What follows belongs to an exercise in optimizing a design on an open flow for small area; a production flow would make more cautious choices. The RTL was checked by simulation tests, not by an equivalence proof against the original design. The clock port is modelled as an ideal driver; clocking choices that lean on that would not hold on a real chip.

==> flow/design.v <==
module atm_code(input clk, input rst, input BTN3, BTN2, BTN1, input [3:0] SW,
                output reg [7:0] LED, output reg [6:0] digit4, digit3, digit2, digit1);
  localparam [3:0] IDLE = 4'd8;
  localparam [3:0] PE3 = 4'd9;
  localparam [3:0] PE2 = 4'd6;
  localparam [3:0] PE1 = 4'd5;
  localparam [3:0] LOCK = 4'd4;
  localparam [3:0] MENU = 4'd1;
  localparam [3:0] MONEY = 4'd2;
  localparam [3:0] WARN = 4'd3;
  localparam [3:0] PC3 = 4'd11;
  localparam [3:0] PC2 = 4'd10;
  localparam [3:0] PC1 = 4'd7;
  localparam [3:0] NEW = 4'd0;
  localparam [3:0] RSTC = 4'd13;
  localparam [3:0] LOCKB = 4'd12;
  reg [3:0] st, disp;
  reg [3:0] pin;
  reg [15:0] bal_d;   
  reg [6:0] x;
  wire isMd = (disp == MONEY);   
  wire [4:0] pend = isMd ? x[4:0] : 5'd0;
  reg [3:0] st_n;
  reg [4:0] pend_n;
  wire s = pend[4];
  wire [4:0] c;
  assign c[0] = s;
  genvar i;
  generate for (i = 0; i < 4; i = i + 1) begin : rca
    assign c[i+1] = (bal_d[i] & pend[i]) | (c[i] & (bal_d[i] ^ pend[i]));
  end endgenerate
  wire [15:0] bal;
  assign bal[3:0] = bal_d[3:0] ^ pend[3:0] ^ c[3:0];
  wire [16:4] k;
  assign k[4] = c[4] ^ s;
  generate for (i = 4; i < 16; i = i + 1) begin : incdec
    assign k[i+1] = k[i] & (bal_d[i] ^ s);
  end endgenerate
  assign bal[15:4] = bal_d[15:4] ^ k[15:4];
  wire inc = c[4] & ~s, dec = s & ~c[4];
  wire hi_nz = ~((bal_d[15:4] == 12'd0 & ~inc & ~dec) | (bal_d[15:4] == 12'hfff & inc) | (bal_d[15:4] == 12'd1 & dec));
  wire [4:0] g1, g0;
  assign g1[0] = 1'b1; assign g0[0] = 1'b0;
  generate for (i = 0; i < 4; i = i + 1) begin : cmp
    assign g1[i+1] = (bal[i] & ~SW[i]) | (g1[i] & (bal[i] | ~SW[i]));
    assign g0[i+1] = (bal[i] & ~SW[i]) | (g0[i] & (bal[i] | ~SW[i]));
  end endgenerate
  wire gt = hi_nz | g0[4];
  wire ge = hi_nz | g1[4];
  wire ok = (pin == SW);
  wire t100 = (x == 7'd22);
  wire t50 = ~isMd & (x == 7'd43);
  wire inLOCK = (st == LOCK) | (st == LOCKB);   
  wire run = inLOCK ? !t100 : (st == WARN) ? (!t50 & !isMd) : 1'b0;
  wire [6:0] x_step = {x[5:0], ~(x[6] ^ x[5])};
  always @(*) begin
    pend_n = 5'd0;
    if (st == MONEY) begin
      if (BTN3) pend_n = {1'b0, SW};
      else if (BTN2 && ge) pend_n = {1'b1, ~SW};
    end
  end
  always @(*) begin
    st_n = st;
    case (st)
      IDLE: if (BTN3) st_n = PE3;
      PE3: if (BTN3) st_n = ok ? MENU : PE2; else if (BTN1) st_n = IDLE;
      PE2: if (BTN1) st_n = IDLE; else if (BTN3) st_n = ok ? MENU : PE1;
      PE1: if (BTN1) st_n = IDLE; else if (BTN3) st_n = ok ? MENU : LOCK;
      LOCK, LOCKB: if (t100) st_n = IDLE;
      MENU: if (BTN1) st_n = IDLE; else if (BTN3) st_n = MONEY; else if (BTN2) st_n = PC3;
      MONEY: if (BTN1) st_n = MENU; else if (BTN2 && !gt) st_n = WARN;
      WARN: if (t50) st_n = MONEY;
      PC3: if (BTN1) st_n = MENU; else if (BTN3) st_n = ok ? NEW : PC2;
      PC2: if (BTN1) st_n = MENU; else if (BTN3) st_n = ok ? NEW : PC1;
      PC1: if (BTN1) st_n = MENU; else if (BTN3) st_n = ok ? NEW : LOCKB;
      NEW: if (BTN3) st_n = MENU;
      default: st_n = 4'bxxxx;
    endcase
  end
  always @(posedge clk or posedge rst) begin
    if (rst) begin
      st <= IDLE; disp <= RSTC; pin <= 4'd0; bal_d <= 16'd0;
    end else begin
      st <= st_n; disp <= st; bal_d <= bal;
      if (st == NEW && BTN3) pin <= SW;
    end
  end
  always @(posedge clk) x <= {2'b00, pend_n} | (run ? x_step : 7'd0);
  function [6:0] hex7(input [3:0] v);
    case (v)
      4'd0: hex7 = 7'b0000001;
      4'd1: hex7 = 7'b1001111;
      4'd2: hex7 = 7'b0010010;
      4'd3: hex7 = 7'b0000110;
      4'd4: hex7 = 7'b1001100;
      4'd5: hex7 = 7'b0100100;
      4'd6: hex7 = 7'b0100000;
      4'd7: hex7 = 7'b0001101;
      4'd8: hex7 = 7'b0000000;
      4'd9: hex7 = 7'b0000100;
      4'd10: hex7 = 7'b0001000;
      4'd11: hex7 = 7'b1100000;
      4'd12: hex7 = 7'b0110001;
      4'd13: hex7 = 7'b1000010;
      4'd14: hex7 = 7'b0110000;
      4'd15: hex7 = 7'b0111000;
    endcase
  endfunction
  always @(*) begin
    case (disp)
      IDLE: begin LED = 8'b00000001; digit4 = 7'b0110001; digit3 = 7'b0001000; digit2 = 7'b1111010; digit1 = 7'b1000010; end
      PE3: begin LED = 8'b10000000; digit4 = 7'b0011000; digit3 = 7'b0110000; digit2 = 7'b1111110; digit1 = 7'b0000110; end
      PE2: begin LED = 8'b11000000; digit4 = 7'b0011000; digit3 = 7'b0110000; digit2 = 7'b1111110; digit1 = 7'b0010010; end
      PE1: begin LED = 8'b11100000; digit4 = 7'b0011000; digit3 = 7'b0110000; digit2 = 7'b1111110; digit1 = 7'b1001111; end
      LOCK: begin LED = 8'b11111111; digit4 = 7'b0111000; digit3 = 7'b0001000; digit2 = 7'b1111001; digit1 = 7'b1110001; end
      MENU: begin LED = 8'b00010000; digit4 = 7'b0000001; digit3 = 7'b0011000; digit2 = 7'b0110000; digit1 = 7'b1101010; end
      MONEY: begin LED = 8'b00001000; digit4 = hex7(bal_d[15:12]); digit3 = hex7(bal_d[11:8]); digit2 = hex7(bal_d[7:4]); digit1 = hex7(bal_d[3:0]); end
      WARN: begin LED = 8'b11111111; digit4 = 7'b1111110; digit3 = 7'b1101010; digit2 = 7'b0001000; digit1 = 7'b1111110; end
      PC3: begin LED = 8'b00000100; digit4 = 7'b0011000; digit3 = 7'b0110001; digit2 = 7'b1111110; digit1 = 7'b0000110; end
      PC2: begin LED = 8'b00000110; digit4 = 7'b0011000; digit3 = 7'b0110001; digit2 = 7'b1111110; digit1 = 7'b0010010; end
      PC1: begin LED = 8'b00000111; digit4 = 7'b0011000; digit3 = 7'b0110001; digit2 = 7'b1111110; digit1 = 7'b1001111; end
      NEW: begin LED = 8'b00000010; digit4 = 7'b0011000; digit3 = 7'b0001000; digit2 = 7'b0100100; digit1 = 7'b0100100; end
      RSTC: begin LED = 8'b10101010; digit4 = 7'bx; digit3 = 7'bx; digit2 = 7'bx; digit1 = 7'bx; end
      LOCKB: begin LED = 8'b11111111; digit4 = 7'b0111000; digit3 = 7'b0001000; digit2 = 7'b1111001; digit1 = 7'b1110001; end
      default: begin LED = 8'bx; digit4 = 7'bx; digit3 = 7'bx; digit2 = 7'bx; digit1 = 7'bx; end
    endcase
  end
endmodule
clock: 5.0 ns
lec_check: 0
cap_margin: 20
core_margin: 2
core_utilization: 40
slew_margin: 20
standard.sh (not shown) runs the stock make flow with config.mk's settings and CLKGATE_MAP_FILE= SYNTH_SCRIPT=/design/flow/synth_recipe.tcl, a recipe that flattens the netlist after the stock synthesis.
==> flow/flow/run.sh <==
#!/bin/bash
# Own layout flow: the standard synthesis, then the combinational logic between the
# standard synthesis's registers is re-mapped by ABC for area (registers, their names and
# cell types are kept as they are). ABC runs with six seeds and two mappers; of the
# netlists whose pre-layout worst slack is at least 1.2 ns, the smallest is kept (if none,
# the one with the best slack). Then the standard layout from floorplan on, with the port buffers
# made of the smallest buffer cell and a clock tree of few, small
# buffers (a clock buffer whose sinks see a slow clock slew after CTS is upsized).
set -euo pipefail
W=$(pwd)
R=$W/orfs/results/$FLOW_PLATFORM/atm_code/base
bash standard.sh synth > std_synth.log 2>&1
cp $R/1_2_yosys.v $W/synth_std.v
# candidates: ABC seeds 1-6, each mapped with amap and with &nf; 4 at a time
cands=""
for S in 1 2 3 4 5 6; do
  printf 'strash\n&get -n\n&deepsyn -J 50 -T 120 -S %s\n&put\ndch -f\namap\ntopo\n' $S > area_a$S.abc
  printf 'strash\n&get -n\n&deepsyn -J 50 -T 120 -S %s\n&dch -f\n&nf -R 1000\n&put\ntopo\n' $S > area_n$S.abc
  cands="$cands a$S n$S"
done
run_cand() {
  ABC_SCRIPT=$W/area_$1.abc RESYN_OUT=resyn_$1.v yosys -c flow/resyn.tcl > resyn_$1.log 2>&1
  NL=resyn_$1.v openroad -no_init -exit flow/sta.tcl > sta_$1.log 2>&1
}
n=0
for C in $cands; do
  run_cand $C &
  n=$((n + 1))
  if (( n % ${NUM_CORES:-4} == 0 )); then wait; fi
done
wait
for C in $cands; do
  echo "$C $(grep 'Chip area' resyn_$C.log | tail -1 | awk '{print $NF}') $(grep WNS_NS sta_$C.log | awk '{print $2}')"
done > candidates.txt
best=$(awk 'NF == 3 && $3 >= 1.2' candidates.txt | sort -k2 -g | head -1 | awk '{print $1}')
if [[ -z "$best" ]]; then best=$(awk 'NF == 3' candidates.txt | sort -k3 -gr | head -1 | awk '{print $1}'); fi
echo "kept $best" > resyn_choice.txt
cp resyn_$best.v resyn.v
openroad -no_init -exit flow/mkodb.tcl > mkodb.log 2>&1
bash standard.sh $(cat flow/make_args.txt) POST_CTS_TCL=$W/flow/fix_clk.tcl BUFFER_PORTS_ARGS="-buffer_cell sky130_fd_sc_hd__buf_1" \
  CTS_ARGS="$(cat flow/cts_args.txt)" finish > std_finish.log 2>&1
==> flow/flow/fix_clk.tcl <==
estimate_parasitics -placement
set lim 0.105
set changed 0
foreach inst [get_cells -filter "ref_name =~ sky130_fd_sc_hd__clkbuf_*"] {
  set out [get_pins -of_objects $inst -filter "direction == output"]
  set net [get_nets -of_objects $out]
  set worst 0
  foreach p [get_pins -of_objects $net -filter "direction == input"] {
    set s [get_property $p slew_max]
    if {$s > $worst} { set worst $s }
  }
  set ref [get_property $inst ref_name]
  puts "clock buffer [get_name $inst] $ref worst sink slew [format %.1f [expr {$worst * 1e3}]] ps"
  if {$worst > $lim && $ref eq "sky130_fd_sc_hd__clkbuf_4"} {
    replace_cell $inst sky130_fd_sc_hd__clkbuf_8
    incr changed
  }
}
puts "resized $changed clock buffers"
if {$changed > 0} {
  detailed_placement
  estimate_parasitics -placement
}
foreach inst [get_cells -filter "ref_name =~ sky130_fd_sc_hd__clkbuf_*"] {
  set out [get_pins -of_objects $inst -filter "direction == output"]
  set net [get_nets -of_objects $out]
  set worst 0
  foreach p [get_pins -of_objects $net -filter "direction == input"] {
    set s [get_property $p slew_max]
    if {$s > $worst} { set worst $s }
  }
  puts "after: [get_name $inst] [get_property $inst ref_name] [format %.1f [expr {$worst * 1e3}]] ps"
}
==> flow/flow/make_args.txt <==
GPL_TIMING_DRIVEN=1
Other scripts of this flow, unchanged in this note and not shown: flow/flow/cts_args.txt, flow/flow/mkodb.tcl, flow/flow/resyn.tcl, flow/flow/sta.tcl
The baseline completed with no timing, DRC or antenna violations.
Next try:
--- a/flow/flow/fix_clk.tcl
+++ b/flow/flow/fix_clk.tcl
@@ -1,3 +1,3 @@
 estimate_parasitics -placement
-set lim 0.105
+set lim 85e-12
 set changed 0
@@ -8,3 +8,3 @@
   foreach p [get_pins -of_objects $net -filter "direction == input"] {
-    set s [get_property $p slew_max]
+    set s [sta::pin_slew $p max]
     if {$s > $worst} { set worst $s }
@@ -12,3 +12,3 @@
   set ref [get_property $inst ref_name]
-  puts "clock buffer [get_name $inst] $ref worst sink slew [format %.1f [expr {$worst * 1e3}]] ps"
+  puts "clock buffer [get_name $inst] $ref worst sink slew [format %.1f [expr {$worst * 1e12}]] ps"
   if {$worst > $lim && $ref eq "sky130_fd_sc_hd__clkbuf_4"} {
@@ -28,6 +28,6 @@
   foreach p [get_pins -of_objects $net -filter "direction == input"] {
-    set s [get_property $p slew_max]
+    set s [sta::pin_slew $p max]
     if {$s > $worst} { set worst $s }
   }
-  puts "after: [get_name $inst] [get_property $inst ref_name] [format %.1f [expr {$worst * 1e3}]] ps"
+  puts "after: [get_name $inst] [get_property $inst ref_name] [format %.1f [expr {$worst * 1e12}]] ps"
 }
Result: The changed run died in clock tree synthesis; synthesized cell count stays the same; synthesized area is unchanged.
Next try:
--- a/flow/flow/fix_clk.tcl
+++ b/flow/flow/fix_clk.tcl
@@ -1,3 +1,3 @@
 estimate_parasitics -placement
-set lim 85e-12
+set lim 0.105
 set changed 0
@@ -8,3 +8,3 @@
   foreach p [get_pins -of_objects $net -filter "direction == input"] {
-    set s [sta::pin_slew $p max]
+    set s [get_property $p slew_max]
     if {$s > $worst} { set worst $s }
@@ -12,3 +12,3 @@
   set ref [get_property $inst ref_name]
-  puts "clock buffer [get_name $inst] $ref worst sink slew [format %.1f [expr {$worst * 1e12}]] ps"
+  puts "clock buffer [get_name $inst] $ref worst sink slew [format %.1f [expr {$worst * 1e3}]] ps"
   if {$worst > $lim && $ref eq "sky130_fd_sc_hd__clkbuf_4"} {
@@ -28,6 +28,6 @@
   foreach p [get_pins -of_objects $net -filter "direction == input"] {
-    set s [sta::pin_slew $p max]
+    set s [get_property $p slew_max]
     if {$s > $worst} { set worst $s }
   }
-  puts "after: [get_name $inst] [get_property $inst ref_name] [format %.1f [expr {$worst * 1e12}]] ps"
+  puts "after: [get_name $inst] [get_property $inst ref_name] [format %.1f [expr {$worst * 1e3}]] ps"
 }
==> flow/flow/make_args.txt (replaced) <==
GPL_TIMING_DRIVEN=1 CORE_UTILIZATION=55
The changed run ran to the end with no violations.
Area after synthesis is unchanged.
Synthesized cell count does not change.

==> afterwards: timing with drivers on the ports <==
The results above use ideal ports. As a check the final layouts listed here were re-extracted and re-timed, cells and wires unchanged. Step 1: set_driving_cell puts a clkbuf_16 on clk and a buf_2 on each other input, an assumption about the parent block. Step 2 adds t to the input delays and takes it off the output delays; t is the mean of the earliest and latest rising clock arrival at the registers after step 1. Input paths then give back, and output paths get back, about the clock's delay inside the block. Three values: ideal, step 1, step 2; two values: the first two.
run | shift t [ns] | setup slack, ns | hold WS [ns] | worst setup path after step 2
the first run | 0.348 | 0.831 / 0.831 / 0.831 | 0.439 / 0.439 / 0.439 | register to register
the third run | 0.349 | 0.798 / 0.798 / 0.798 | 0.443 / 0.443 / 0.443 | register to register
After both steps every run listed still meets setup and hold.
